This is an optimization exercise on Yosys and OpenROAD, whose aim is small area, not a production implementation.
In this exercise RTL edits were held to simulation tests only and were not proved equivalent to the original.
The flow treats the clock pin as an ideal source, which a real chip does not have.

==> run a <==
Design top, start of the top module:
module top(
    input wire clk,
    input wire reset,
    input wire [7:0] next_in,
    output reg [7:0] f
    );
clock: 12.0 ns
lec_check: 0
cap_margin: 20
core_margin: 2
core_utilization: 40
slew_margin: 20
synth_hierarchical: 1
synth_minimum_keep_size: 0
standard.sh (not shown) runs the stock make flow with config.mk's settings and CLKGATE_MAP_FILE= SYNTH_SCRIPT=/design/flow/synth_recipe.tcl, a recipe that flattens the netlist after the stock synthesis.
==> flow/flow/run.sh <==
#!/bin/bash
# The standard layout (standard.sh), with these changes:
#  - the port buffers are the smallest buffer (buf_1) instead of the
#    resizer's default pick;
#  - CTS inserts no dummy loads, and after CTS flow/post_cts.tcl resizes
#    its buffers: a clkbuf_2 root, and clkbuf_8 leaves for leaves driving
#    more than 10 flip-flops, clkbuf_4 for the others.
# Everything else (synthesis, floorplan, power grid, placement, routing)
# is the standard flow's. make's full output goes to standard.log; ORFS's
# per-step logs stay under orfs/logs/.
set -euo pipefail
export BUFFER_PORTS_ARGS="-buffer_cell sky130_fd_sc_hd__buf_1"
export CTS_ARGS="-sink_clustering_enable -repair_clock_nets -buf_list sky130_fd_sc_hd__clkbuf_4 -root_buf sky130_fd_sc_hd__clkbuf_4 -dont_use_dummy_load"
export POST_CTS_TCL="$PWD/flow/post_cts.tcl"
export CTS_ROOT_CELL=sky130_fd_sc_hd__clkbuf_2
export CTS_LEAF_BIG=sky130_fd_sc_hd__clkbuf_8
export CTS_LEAF_SMALL=sky130_fd_sc_hd__clkbuf_4
export CTS_LEAF_SPLIT=10
bash standard.sh > standard.log 2>&1
==> flow/flow/post_cts.tcl <==
# Resize the clock tree that CTS built: the root buffer becomes
# $::env(CTS_ROOT_CELL); each leaf buffer becomes $::env(CTS_LEAF_BIG) if
# it drives more than $::env(CTS_LEAF_SPLIT) sinks, else
# $::env(CTS_LEAF_SMALL). The tree's shape and placement stay as CTS made
# them.
set block [ord::get_db_block]
set db [ord::get_db]
set clk_net [$block findNet clk]
set root ""
foreach it [$clk_net getITerms] {
  if { [$it isInputSignal] } { set root [$it getInst] }
}
if { $root eq "" } { error "post_cts: no clock root buffer" }
set root_out ""
foreach it [$root getITerms] {
  if { [$it isOutputSignal] } { set root_out [$it getNet] }
}
foreach it [$root_out getITerms] {
  if { ![$it isInputSignal] } { continue }
  set leaf [$it getInst]
  if { ![string match "sky130_fd_sc_hd__clkbuf_*" [[$leaf getMaster] getName]] } { continue }
  set n 0
  foreach lt [$leaf getITerms] {
    if { [$lt isOutputSignal] } {
      foreach st [[$lt getNet] getITerms] {
        if { [$st isInputSignal] } { incr n }
      }
    }
  }
  if { $n > $::env(CTS_LEAF_SPLIT) } { set cell $::env(CTS_LEAF_BIG) } else { set cell $::env(CTS_LEAF_SMALL) }
  $leaf swapMaster [$db findMaster $cell]
  puts "post_cts: leaf [$leaf getName] drives $n sinks: $cell"
}
$root swapMaster [$db findMaster $::env(CTS_ROOT_CELL)]
puts "post_cts: root [$root getName]: $::env(CTS_ROOT_CELL)"
detailed_placement
check_placement -verbose
estimate_parasitics -placement
==> inputs of run b, as changes to run a <==
--- a/flow/design.v
+++ b/flow/design.v
@@ -15,37 +15,20 @@
     output wire co
     );
     assign s = a ^ b;
     assign co = a & b;
 endmodule
-module selq(
-    input wire seln,
-    input wire qn,
-    input wire s,
-    output wire y
-    );
-    assign y = (~qn & ~seln) | (s & seln);
-endmodule
-module hold(
-    input wire en,
-    input wire enb,
-    input wire d,
-    input wire q,
-    output wire y
-    );
-    assign y = (en & d) | (enb & q);
-endmodule
 module top(
     input wire clk,
     input wire reset,
     input wire [7:0] next_in,
     output reg [7:0] f
     );
     reg [3:0] st;
     reg [7:0] r0, r1, r2, r3;
     wire pb = ~st[3] & st[2];
-    wire pd = st[3] & st[2];
+    wire pd = st[3] & ~st[2];
     wire [7:0] a = r0;
     wire [7:0] b = next_in;
     wire t0 = ~(~(a[0] & b[1])) & ~(~(a[1] & b[0]));
     wire t1, t2;
     fa ut1 (~(a[0] & b[2]), ~(a[1] & b[1]), ~(a[2] & b[0]), t1, t2);
@@ -163,56 +146,40 @@
     fa ut113 (t111, t106, t108, t113, t114);
     wire t115, t116;
     fa ut115 (b[6], ~(a[7] & b[7]), t110, t115, t116);
     wire t117, t118;
     fa ut117 (t115, t112, t114, t117, t118);
-    wire t119, t120;
-    fa ut119 (b[7], t116, t118, t119, t120);
-    wire [7:0] qn = ~{t119, ~(t117), ~(t113), ~(t107), ~(t99), ~(t89), ~(t76), ~(t62)};
+    wire t119 = b[7] ^ t116 ^ t118;
+    wire [7:0] q = {t119, ~(t117), ~(t113), ~(t107), ~(t99), ~(t89), ~(t76), ~(t62)};
     wire [7:0] sc;
     wire [7:0] s;
-    wire [7:0] m = r0 & {8{pd}};
-    ha sa0 (m[0], next_in[0], s[0], sc[0]);
+    assign s[0] = r0[0] ^ next_in[0];
+    assign sc[0] = r0[0] & next_in[0];
     genvar i;
     generate
-        for (i = 1; i < 7; i = i + 1) begin : add
-            fa sa (m[i], next_in[i], sc[i-1], s[i], sc[i]);
+        for (i = 1; i < 8; i = i + 1) begin : add
+            assign s[i] = r0[i] ^ next_in[i] ^ sc[i-1];
+            assign sc[i] = (r0[i] & next_in[i]) | (r0[i] & sc[i-1]) | (next_in[i] & sc[i-1]);
         end
     endgenerate
-    fa sa7 (m[7], next_in[7], sc[6], s[7], sc[7]);
-    wire pbn = ~pb;
-    wire [7:0] nx;
-    generate
-        for (i = 0; i < 8; i = i + 1) begin : sel
-            selq u (pbn, qn[i], s[i], nx[i]);
-        end
-    endgenerate
+    wire [7:0] nx = pb ? q : pd ? s : next_in;
     always @(posedge clk) begin
         r0 <= r1;
         r1 <= r2;
         r2 <= r3;
         r3 <= nx;
     end
-    wire c = st[1] & ~st[0];
     always @(posedge clk or posedge reset)
         if (reset)
             st <= 4'b0000;
         else begin
-            st[0] <= ~st[1];
-            st[1] <= st[0];
-            st[2] <= c ? ~(st[3] & st[2]) : st[2];
-            st[3] <= c ? st[2] : st[3];
+            st[1:0] <= st[1:0] + 2'd1;
+            if (&st[1:0])
+                st[3:2] <= {st[3] ^ st[2], st[3] | ~st[2]};
         end
-    wire fen = st[3] & ~(st[2] ^ c);
-    wire fenb = ~fen;
-    wire [7:0] fd;
-    generate
-        for (i = 0; i < 8; i = i + 1) begin : fh
-            hold u (fen, fenb, r1[i], f[i], fd[i]);
-        end
-    endgenerate
+    wire fen = (st == 4'b1011) | (st[3:2] == 2'b11 && st[1:0] != 2'b11);
     always @(posedge clk or posedge reset)
         if (reset)
             f <= 8'd0;
-        else
-            f <= fd;
+        else if (fen)
+            f <= r1;
 endmodule
==> flow/run.sh (new file) <==
#!/bin/bash
# synth_recipe.tcl (not shown) runs the flow's synth.tcl, then flattens the netlist and writes it again
# the make line also repeats each setting of config.mk as NAME=value (left out here)
make -C /OpenROAD-flow-scripts/flow DESIGN_CONFIG=/design/flow/config.mk WORK_HOME=/design/flow/orfs CLKGATE_MAP_FILE= SYNTH_SCRIPT=/design/flow/synth_recipe.tcl finish
CTS_BUF_LIST = sky130_fd_sc_hd__clkbuf_4   (was not set)
removed: flow/flow/run.sh
removed: flow/flow/post_cts.tcl
removed: flow/standard.sh
==> inputs of run c, as changes to run a <==
--- a/flow/design.v
+++ b/flow/design.v
@@ -15,37 +15,20 @@
     output wire co
     );
     assign s = a ^ b;
     assign co = a & b;
 endmodule
-module selq(
-    input wire seln,
-    input wire qn,
-    input wire s,
-    output wire y
-    );
-    assign y = (~qn & ~seln) | (s & seln);
-endmodule
-module hold(
-    input wire en,
-    input wire enb,
-    input wire d,
-    input wire q,
-    output wire y
-    );
-    assign y = (en & d) | (enb & q);
-endmodule
 module top(
     input wire clk,
     input wire reset,
     input wire [7:0] next_in,
     output reg [7:0] f
     );
     reg [3:0] st;
     reg [7:0] r0, r1, r2, r3;
     wire pb = ~st[3] & st[2];
-    wire pd = st[3] & st[2];
+    wire pd = st[3] & ~st[2];
     wire [7:0] a = r0;
     wire [7:0] b = next_in;
     wire t0 = ~(~(a[0] & b[1])) & ~(~(a[1] & b[0]));
     wire t1, t2;
     fa ut1 (~(a[0] & b[2]), ~(a[1] & b[1]), ~(a[2] & b[0]), t1, t2);
@@ -163,56 +146,43 @@
     fa ut113 (t111, t106, t108, t113, t114);
     wire t115, t116;
     fa ut115 (b[6], ~(a[7] & b[7]), t110, t115, t116);
     wire t117, t118;
     fa ut117 (t115, t112, t114, t117, t118);
-    wire t119, t120;
-    fa ut119 (b[7], t116, t118, t119, t120);
-    wire [7:0] qn = ~{t119, ~(t117), ~(t113), ~(t107), ~(t99), ~(t89), ~(t76), ~(t62)};
+    wire t119 = b[7] ^ t116 ^ t118;
+    wire [7:0] q = {t119, ~(t117), ~(t113), ~(t107), ~(t99), ~(t89), ~(t76), ~(t62)};
     wire [7:0] sc;
     wire [7:0] s;
     wire [7:0] m = r0 & {8{pd}};
     ha sa0 (m[0], next_in[0], s[0], sc[0]);
     genvar i;
     generate
         for (i = 1; i < 7; i = i + 1) begin : add
             fa sa (m[i], next_in[i], sc[i-1], s[i], sc[i]);
         end
     endgenerate
-    fa sa7 (m[7], next_in[7], sc[6], s[7], sc[7]);
-    wire pbn = ~pb;
-    wire [7:0] nx;
-    generate
-        for (i = 0; i < 8; i = i + 1) begin : sel
-            selq u (pbn, qn[i], s[i], nx[i]);
-        end
-    endgenerate
+    assign s[7] = m[7] ^ next_in[7] ^ sc[6];
+    assign sc[7] = 1'b0;
+    wire [7:0] nx = pb ? q : s;
     always @(posedge clk) begin
         r0 <= r1;
         r1 <= r2;
         r2 <= r3;
         r3 <= nx;
     end
-    wire c = st[1] & ~st[0];
+    wire c = st[1] & st[0];
     always @(posedge clk or posedge reset)
         if (reset)
             st <= 4'b0000;
         else begin
-            st[0] <= ~st[1];
-            st[1] <= st[0];
-            st[2] <= c ? ~(st[3] & st[2]) : st[2];
-            st[3] <= c ? st[2] : st[3];
+            st[0] <= ~st[0];
+            st[1] <= st[1] ^ st[0];
+            st[2] <= st[2] ^ (c & ~(st[2] & st[3]));
+            st[3] <= st[3] ^ (c & st[2]);
         end
-    wire fen = st[3] & ~(st[2] ^ c);
-    wire fenb = ~fen;
-    wire [7:0] fd;
-    generate
-        for (i = 0; i < 8; i = i + 1) begin : fh
-            hold u (fen, fenb, r1[i], f[i], fd[i]);
-        end
-    endgenerate
+    wire fen = st[3] & (st[2] ^ c);
     always @(posedge clk or posedge reset)
         if (reset)
             f <= 8'd0;
-        else
-            f <= fd;
+        else if (fen)
+            f <= r1;
 endmodule
==> flow/flow/run.sh (replaced) <==
#!/bin/bash
# The standard layout (standard.sh), with two changes:
#  - the port buffers are the smallest buffer (buf_1) instead of the
#    resizer's default pick;
#  - CTS uses clkbuf_4 for the root and leaf buffers and inserts no dummy
#    loads.
# Everything else (synthesis, floorplan, power grid, placement, routing)
# is the standard flow's. make's full output goes to standard.log; ORFS's
# per-step logs stay under orfs/logs/.
set -euo pipefail
export BUFFER_PORTS_ARGS="-buffer_cell sky130_fd_sc_hd__buf_1"
export CTS_ARGS="-sink_clustering_enable -repair_clock_nets -buf_list sky130_fd_sc_hd__clkbuf_4 -root_buf sky130_fd_sc_hd__clkbuf_4 -dont_use_dummy_load"
bash standard.sh > standard.log 2>&1
removed: flow/flow/post_cts.tcl
==> qor summary <==
item	run c	run a	run b
H-tree depth	2	-	2
Standard cell core area	6870 µm²	6790 µm²	7140 µm²
Number of clock buffers inserted by TritonCTS	5	-	5
Area share of fa/ha/maj cells after synthesis	0.435	0.449	0.468
Worst-path clk slew	0.12 ns	0.10 ns	0.12 ns
Die Footprint	7890 µm²	7740 µm²	7990 µm²
Multiplexer fraction of the synthesized cell area	0.0387	0.00533	0.0356
Fraction of layout cells with a size suffix above 1	0.0905	0.0462	0.0680
Global-route usage over all layers	0.154	0.156	0.153
Compound-gate portion of the synthesized area	0.0183	0.0435	0.0386
Area occupied by multi-input gates	1870 µm²	1830 µm²	1920 µm²
Cell count after placement	334	329	341
Placement-stage cell area	3010 µm²	2960 µm²	3200 µm²
Wire length reported by the detailed router	5.08 mm	5.22 mm	5.22 mm
First-pass GRT wire length	8.98 mm	9.07 mm	9.00 mm
Hold Path Origin	r3[4]	r2[5]	r2[3]
Status	finished clean	finished clean	finished clean
Initial detailed-routing violation count	61	38	82
Post-synthesis simple-gate area fraction	0.153	0.150	0.108
Share of the final layout cell area in multi-input gates	0.616	0.607	0.586
Count of vias placed by the detailed router	1647	1629	1693
Synth Net Count	308	298	311
Reg2Reg Launch Point	r0[0]	r0[0]	r0[1]
Clock latency reported for the late side of the worst-skew pair	0.34 ns	0.35 ns	0.34 ns
Measured slew at the worst slew-check pin	0.662 ns	0.635 ns	0.568 ns
Met2 routed WL	2.55 mm	2.62 mm	2.72 mm

## afterwards: timing with drivers on the ports
Ports are ideal in the flow. The routed layouts listed here were re-timed in OpenROAD. Step 1 assumes that a clkbuf_16 drives the clock port and a buf_2 every other input. Step 2, shift: input delay + t, output delay - t, t = (earliest + latest rising clock arrival at the registers) / 2. This alone moves slack from input paths to output paths. a / b / c = ideal / step 1 / step 2; a / b = the first two.
run	t (ns)	setup WS [ns]	hold slack, ns	worst setup path at the end	worst register clock-pin slew, ns
run a	0.363	3.221 / 3.221 / 2.858	0.318 / 0.318 / 0.318	input to register	0.10 / 0.10
run b	0.360	2.734 / 2.727 / 2.367	0.335 / 0.335 / 0.335	input to register	0.12 / 0.12
run c	0.344	3.286 / 3.286 / 2.943	0.289 / 0.289 / 0.289	input to register	0.12 / 0.12
After both steps every run listed still meets setup and hold. The setup slack of run b, which loses most, moves by -0.007 ns with the drivers and by -0.367 ns with both steps.
